Context: an optimization exercise on an open-source flow, tuned for small area and a short achievable clock period. The choices shown serve that exercise and are no tape-out recipe.
In this exercise RTL edits were held to simulation tests only and were not proved equivalent to the original.

Design single_cycle_alu_memory, start of the top module:
module single_cycle_alu_memory (
    input clk, rst, start,
    input [1:0] op,                 
    input [1:0] mem_op,             
    input [7:0] addr,               
    input [7:0] in_a, in_b,         
    input [7:0] write_data,         
    output reg [15:0] result,       
    output reg error,               
    output reg done                 
);
    wire is_wr  = (mem_op == 2'b01);
    wire is_rd  = (mem_op == 2'b10);
    wire is_alu = ~is_wr & ~is_rd;
    wire wr_go = start & ~rst & is_wr;
    wire [15:0] hi = 16'd1 << addr[7:4];
    wire [15:0] lo = 16'd1 << addr[3:0];
    wire [15:0] hiw = hi & {16{wr_go}};
    wire [255:0] sel;
    wire [255:0] we;
    wire [255:0] wen;
    wire [2047:0] bits;             
    genvar r, b, g;
    generate
        for (r = 0; r < 256; r = r + 1) begin : row
            reg [7:0] word;
            wire [7:0] nxt;
            row_ctl ctl (.hn(~hi[r/16]), .ln(~lo[r%16]), .hw(hiw[r/16]), .hwn(~hiw[r/16]),
                         .l(lo[r%16]), .sel(sel[r]), .we(we[r]), .wen(wen[r]));
            for (b = 0; b < 8; b = b + 1) begin : bt
                mem_hold h (.we(we[r]), .wen(wen[r]), .d(write_data[b]), .q(word[b]), .y(nxt[b]));
                assign bits[256*b + r] = word[b];
            end
            always @(posedge clk)
                word <= nxt;
        end
    endgenerate
    wire [7:0] rd_data;
    generate
        for (b = 0; b < 8; b = b + 1) begin : col
            wire [85:0] xn;
            for (g = 0; g < 85; g = g + 1) begin : grp
                rd_aoi3 a (.s0(sel[3*g]), .d0(bits[256*b + 3*g]), .s1(sel[3*g+1]), .d1(bits[256*b + 3*g+1]),
                           .s2(sel[3*g+2]), .d2(bits[256*b + 3*g+2]), .y(xn[g]));
            end
            assign xn[85] = ~(sel[255] & bits[256*b + 255]);
            rd_or o (.xn(xn), .y(rd_data[b]));
        end
    endgenerate
    wire [9:0] b1 = {2'b0, in_b};
    wire [9:0] b2 = {1'b0, in_b, 1'b0};
    wire [9:0] b3 = b1 + b2;
    reg  [7:0] rem;
    reg  [7:0] quo;
    reg  [9:0] t;
    reg        c1, c2, c3;
    integer k;
    always @* begin
        rem = in_a;
        for (k = 3; k >= 0; k = k - 1) begin
            t  = {2'b0, rem} >> (2*k);
            c1 = t >= b1;
            c2 = t >= b2;
            c3 = t >= b3;
            quo[2*k+1] = c2;
  ...
For scale: about 2100 flip-flops, ~0.076 mm^2 of cells after synthesis.
Settings: LEC_CHECK=0, CAP_MARGIN=15, CORE_MARGIN=2, CORE_UTILIZATION=50, SLEW_MARGIN=15, SYNTH_HIERARCHICAL=1, SYNTH_MINIMUM_KEEP_SIZE=0, TNS_END_PERCENT=0; clock period 35.0 ns.
standard.sh (not shown) runs the stock make flow with config.mk's settings and CLKGATE_MAP_FILE= SYNTH_SCRIPT=/design/flow/synth_recipe.tcl, a recipe that flattens the netlist after the stock synthesis.
==> flow/flow/run.sh <==
#!/bin/bash
# The standard layout (standard.sh) with these changes, set in a copy of
# its config.mk:
#  - synthesis leaves full and half adders as plain logic for abc instead of
#    mapping them to the fa/ha cells first, so abc can optimise the
#    arithmetic for delay;
#  - if flow/abc.script exists, abc maps the logic with it instead of ORFS's
#    abc_speed.script (the rest of synthesis is unchanged);
#  - clock tree: sink clusters of up to 16 flip-flops driven by clkbuf_8 and no dummy
#    loads, instead of one clkbuf_16 per ~10 flip-flops;
#  - extra settings from flow/extra.mk, if present (here: ports buffered
#    with buf_4 instead of the delay cell buffer_ports picks by itself;
#    repair_timing asked for 26 ns of setup slack, so that it sizes and
#    buffers the worst paths although the 35 ns clock is met; with
#    TNS_END_PERCENT 0 in config.mk it works on the worst path only;
#    the slow or4 and nor4 cells are not used).
# Each make target's output goes to its own log in this folder.
set -euo pipefail
here=$(pwd)
cp config.mk flow_config.mk
cat >> flow_config.mk <<'EOC'
export ADDER_MAP_FILE =
export CTS_ARGS = -sink_clustering_enable -repair_clock_nets -dont_use_dummy_load -sink_clustering_size 16 -sink_clustering_max_diameter 60 -buf_list {sky130_fd_sc_hd__clkbuf_4 sky130_fd_sc_hd__clkbuf_8}
EOC
if [[ -f flow/extra.mk ]]; then cat flow/extra.mk >> flow_config.mk; fi
synth_script=$here/synth_recipe.tcl
if [[ -f flow/abc.script ]]; then
    sed "s#log_cmd abc {\*}\$abc_args#log_cmd abc {*}[lreplace \$abc_args 1 1 $here/flow/abc.script]#" \
        "$FLOW_HOME/scripts/synth.tcl" > synth_core.tcl
    grep -q "flow/abc.script" synth_core.tcl
    sed "s#\$::env(SCRIPTS_DIR)/synth.tcl#$here/synth_core.tcl#" synth_recipe.tcl > synth_mine.tcl
    grep -q "synth_core.tcl" synth_mine.tcl
    synth_script=$here/synth_mine.tcl
fi
sed -e "s#DESIGN_CONFIG=[^ ]*#DESIGN_CONFIG=$here/flow_config.mk#" \
    -e "s#SYNTH_SCRIPT=[^ ]*#SYNTH_SCRIPT=$synth_script#" standard.sh > standard_mine.sh
grep -q "DESIGN_CONFIG=$here/flow_config.mk" standard_mine.sh
for step in ${FLOW_STEPS:-synth floorplan place cts route finish}; do
    bash standard_mine.sh $step > flow_$step.log 2>&1
done
Other scripts of this flow, unchanged in this note and not shown: flow/flow/abc.script, flow/flow/extra.mk
Then changed:
--- a/flow/config.mk
+++ b/flow/config.mk
@@ -8 +8 @@
-export CAP_MARGIN = 15
+export CAP_MARGIN = 30
@@ -11 +11 @@
-export SLEW_MARGIN = 15
+export SLEW_MARGIN = 30
Outcome:
- The changed run finished with timing, DRC and antenna clean
- register-to-register slack is better by 0.16 ns
- die area is unchanged
- setup slack is better by 0.099 ns
- clock skew shrinks by 0.036 ns

========
== trial 16 ==
The RTL this note starts from:
==> flow/design.v <==
module mem_hold (input we, input wen, input d, input q, output y);
    assign y = (we & d) | (wen & q);
endmodule
module rd_aoi3 (input s0, d0, s1, d1, s2, d2, output y);
    assign y = ~((s0 & d0) | (s1 & d1) | (s2 & d2));
endmodule
module row_ctl (input hn, ln, hw, hwn, l, output sel, we, wen);
    assign sel = ~(hn | ln);
    assign we  = ~(hwn | ln);
    assign wen = ~(hw & l);
endmodule
module rd_or (input [85:0] xn, output y);
    assign y = ~&xn;
endmodule
module single_cycle_alu_memory (
    input clk, rst, start,
    input [1:0] op,                 
    input [1:0] mem_op,             
    input [7:0] addr,               
    input [7:0] in_a, in_b,         
    input [7:0] write_data,         
    output reg [15:0] result,       
    output reg error,               
    output reg done                 
);
    wire is_wr  = (mem_op == 2'b01);
    wire is_rd  = (mem_op == 2'b10);
    wire is_alu = ~is_wr & ~is_rd;
    wire wr_go = start & ~rst & is_wr;
    wire [15:0] hi = 16'd1 << addr[7:4];
    wire [15:0] lo = 16'd1 << addr[3:0];
    wire [15:0] hiw = hi & {16{wr_go}};
    wire [255:0] sel;
    wire [255:0] we;
    wire [255:0] wen;
    wire [2047:0] bits;             
    genvar r, b, g;
    generate
        for (r = 0; r < 256; r = r + 1) begin : row
            reg [7:0] word;
            wire [7:0] nxt;
            row_ctl ctl (.hn(~hi[r/16]), .ln(~lo[r%16]), .hw(hiw[r/16]), .hwn(~hiw[r/16]),
                         .l(lo[r%16]), .sel(sel[r]), .we(we[r]), .wen(wen[r]));
            for (b = 0; b < 8; b = b + 1) begin : bt
                mem_hold h (.we(we[r]), .wen(wen[r]), .d(write_data[b]), .q(word[b]), .y(nxt[b]));
                assign bits[256*b + r] = word[b];
            end
            always @(posedge clk)
                word <= nxt;
        end
    endgenerate
    wire [7:0] rd_data;
    generate
        for (b = 0; b < 8; b = b + 1) begin : col
            wire [85:0] xn;
            for (g = 0; g < 85; g = g + 1) begin : grp
                rd_aoi3 a (.s0(sel[3*g]), .d0(bits[256*b + 3*g]), .s1(sel[3*g+1]), .d1(bits[256*b + 3*g+1]),
                           .s2(sel[3*g+2]), .d2(bits[256*b + 3*g+2]), .y(xn[g]));
            end
            assign xn[85] = ~(sel[255] & bits[256*b + 255]);
            rd_or o (.xn(xn), .y(rd_data[b]));
        end
    endgenerate
    wire [9:0] b1 = {2'b0, in_b};
    wire [9:0] b2 = {1'b0, in_b, 1'b0};
    wire [9:0] b3 = b1 + b2;
    reg  [7:0] rem;
    reg  [7:0] quo;
    reg  [9:0] t;
    reg        c1, c2, c3;
    integer k;
    always @* begin
        rem = in_a;
        for (k = 3; k >= 0; k = k - 1) begin
            t  = {2'b0, rem} >> (2*k);
            c1 = t >= b1;
            c2 = t >= b2;
            c3 = t >= b3;
            quo[2*k+1] = c2;
            quo[2*k]   = c3 | (c1 & ~c2);
            if (c3)      rem = rem - (b3 << (2*k));
            else if (c2) rem = rem - (b2 << (2*k));
            else if (c1) rem = rem - (b1 << (2*k));
        end
    end
    wire b_zero = (in_b == 8'd0);
    reg [15:0] alu;
    always @* begin
        case (op)
            2'b00: alu = {8'd0, in_a} + {8'd0, in_b};
            2'b01: alu = {8'd0, in_a} - {8'd0, in_b};
            2'b10: alu = in_a * in_b;
            default: alu = b_zero ? 16'hFFFF : {8'd0, quo};
        endcase
    end
    always @(posedge clk or posedge rst) begin
        if (rst) begin
            result <= 16'd0;
            error  <= 1'b0;
            done   <= 1'b0;
        end else if (start) begin
            done  <= 1'b1;
            error <= is_alu & (op == 2'b11) & b_zero;
            if (is_rd)
                result <= {8'd0, rd_data};
            else if (is_alu)
                result <= alu;
        end
    end
endmodule
==> flow/config.mk <==
export PLATFORM = sky130hd
export DESIGN_NAME = single_cycle_alu_memory
export DESIGN_NICKNAME = single_cycle_alu_memory
export VERILOG_FILES = /design/flow/design.v
export SDC_FILE = /design/flow/constraint.sdc
export NUM_CORES = 4
export LEC_CHECK = 0
export CAP_MARGIN = 30
export CORE_MARGIN = 2
export CORE_UTILIZATION = 50
export CTS_BUF_LIST = sky130_fd_sc_hd__clkbuf_4 sky130_fd_sc_hd__clkbuf_8
export SLEW_MARGIN = 30
export SYNTH_HIERARCHICAL = 1
export SYNTH_MINIMUM_KEEP_SIZE = 0
==> flow/constraint.sdc <==
create_clock -name core_clock -period 35.0 [get_ports {clk}]
set_input_delay 7.0000 -clock core_clock [delete_from_list [all_inputs] [get_ports {clk}]]
set_output_delay 7.0000 -clock core_clock [all_outputs]
set_load 0.01 [all_outputs]
==> flow/flow/run.sh <==
#!/bin/bash
set -euo pipefail
sed 's/"\${@:-finish}"/ADDER_MAP_FILE= "${@:-finish}"/' standard.sh > standard_nofa.sh
grep -q 'ADDER_MAP_FILE= ' standard_nofa.sh
for step in synth floorplan place cts route finish; do
    bash standard_nofa.sh $step > flow_$step.log 2>&1
done
The final layout from trial 16, which completed every stage, passed the timing, DRC and antenna checks at the end of the flow.
What trial 5 does differently from trial 16 at the input level:
- CTS_BUF_LIST now sky130_fd_sc_hd__clkbuf_8, was sky130_fd_sc_hd__clkbuf_4 sky130_fd_sc_hd__clkbuf_8
Findings:
Re post-route clock period utilization: trial 16 was lower than trial 5. Summary — worst setup slack, trial 5 relative to trial 16: lower, by 0.076 ns. Between trial 16 and trial 5, the difference in number of standard cells in the final layout excluding fillers is negligible. ~same via count of the first global-routing pass in trial 16 and trial 5.

afterwards: timing with drivers on the ports:
The flow's constraints put no driver on any port. The routed layouts listed below were extracted and timed again, unchanged, in two steps. Step 1: set_driving_cell puts a clkbuf_16 on clk and a buf_2 on each other input, an assumption about the parent block. Step 2 also shifts input and output timing later by t, the mid clock arrival at the registers, as if the neighbouring blocks saw the same clock. Three values: ideal, step 1, step 2; two values: the first two.
run | t, ns | setup slack, ns | hold WS [ns] | worst setup path at the end | clock arrival spread, ns
the first run of note 1 | 0.945 | 24.261 / 24.195 / 23.250 | 0.473 / 0.473 / 0.473 | input to register | 0.142 / 0.142
the second run of note 1 | 0.971 | 24.360 / 24.294 / 23.323 | 0.476 / 0.476 / 0.476 | input to register | 0.154 / 0.154
trial 16 | 1.107 | 22.748 / 22.802 / 21.695 | 0.469 / 0.469 / 0.469 | input to register | 0.093 / 0.093
trial 5 | 1.094 | 22.672 / 22.716 / 21.622 | 0.469 / 0.469 / 0.469 | input to register | 0.096 / 0.096
After both steps every run listed still meets setup and hold. For trial 16, which loses most, drivers alone change the setup slack by +0.054 ns; drivers and shift together by -1.053 ns.
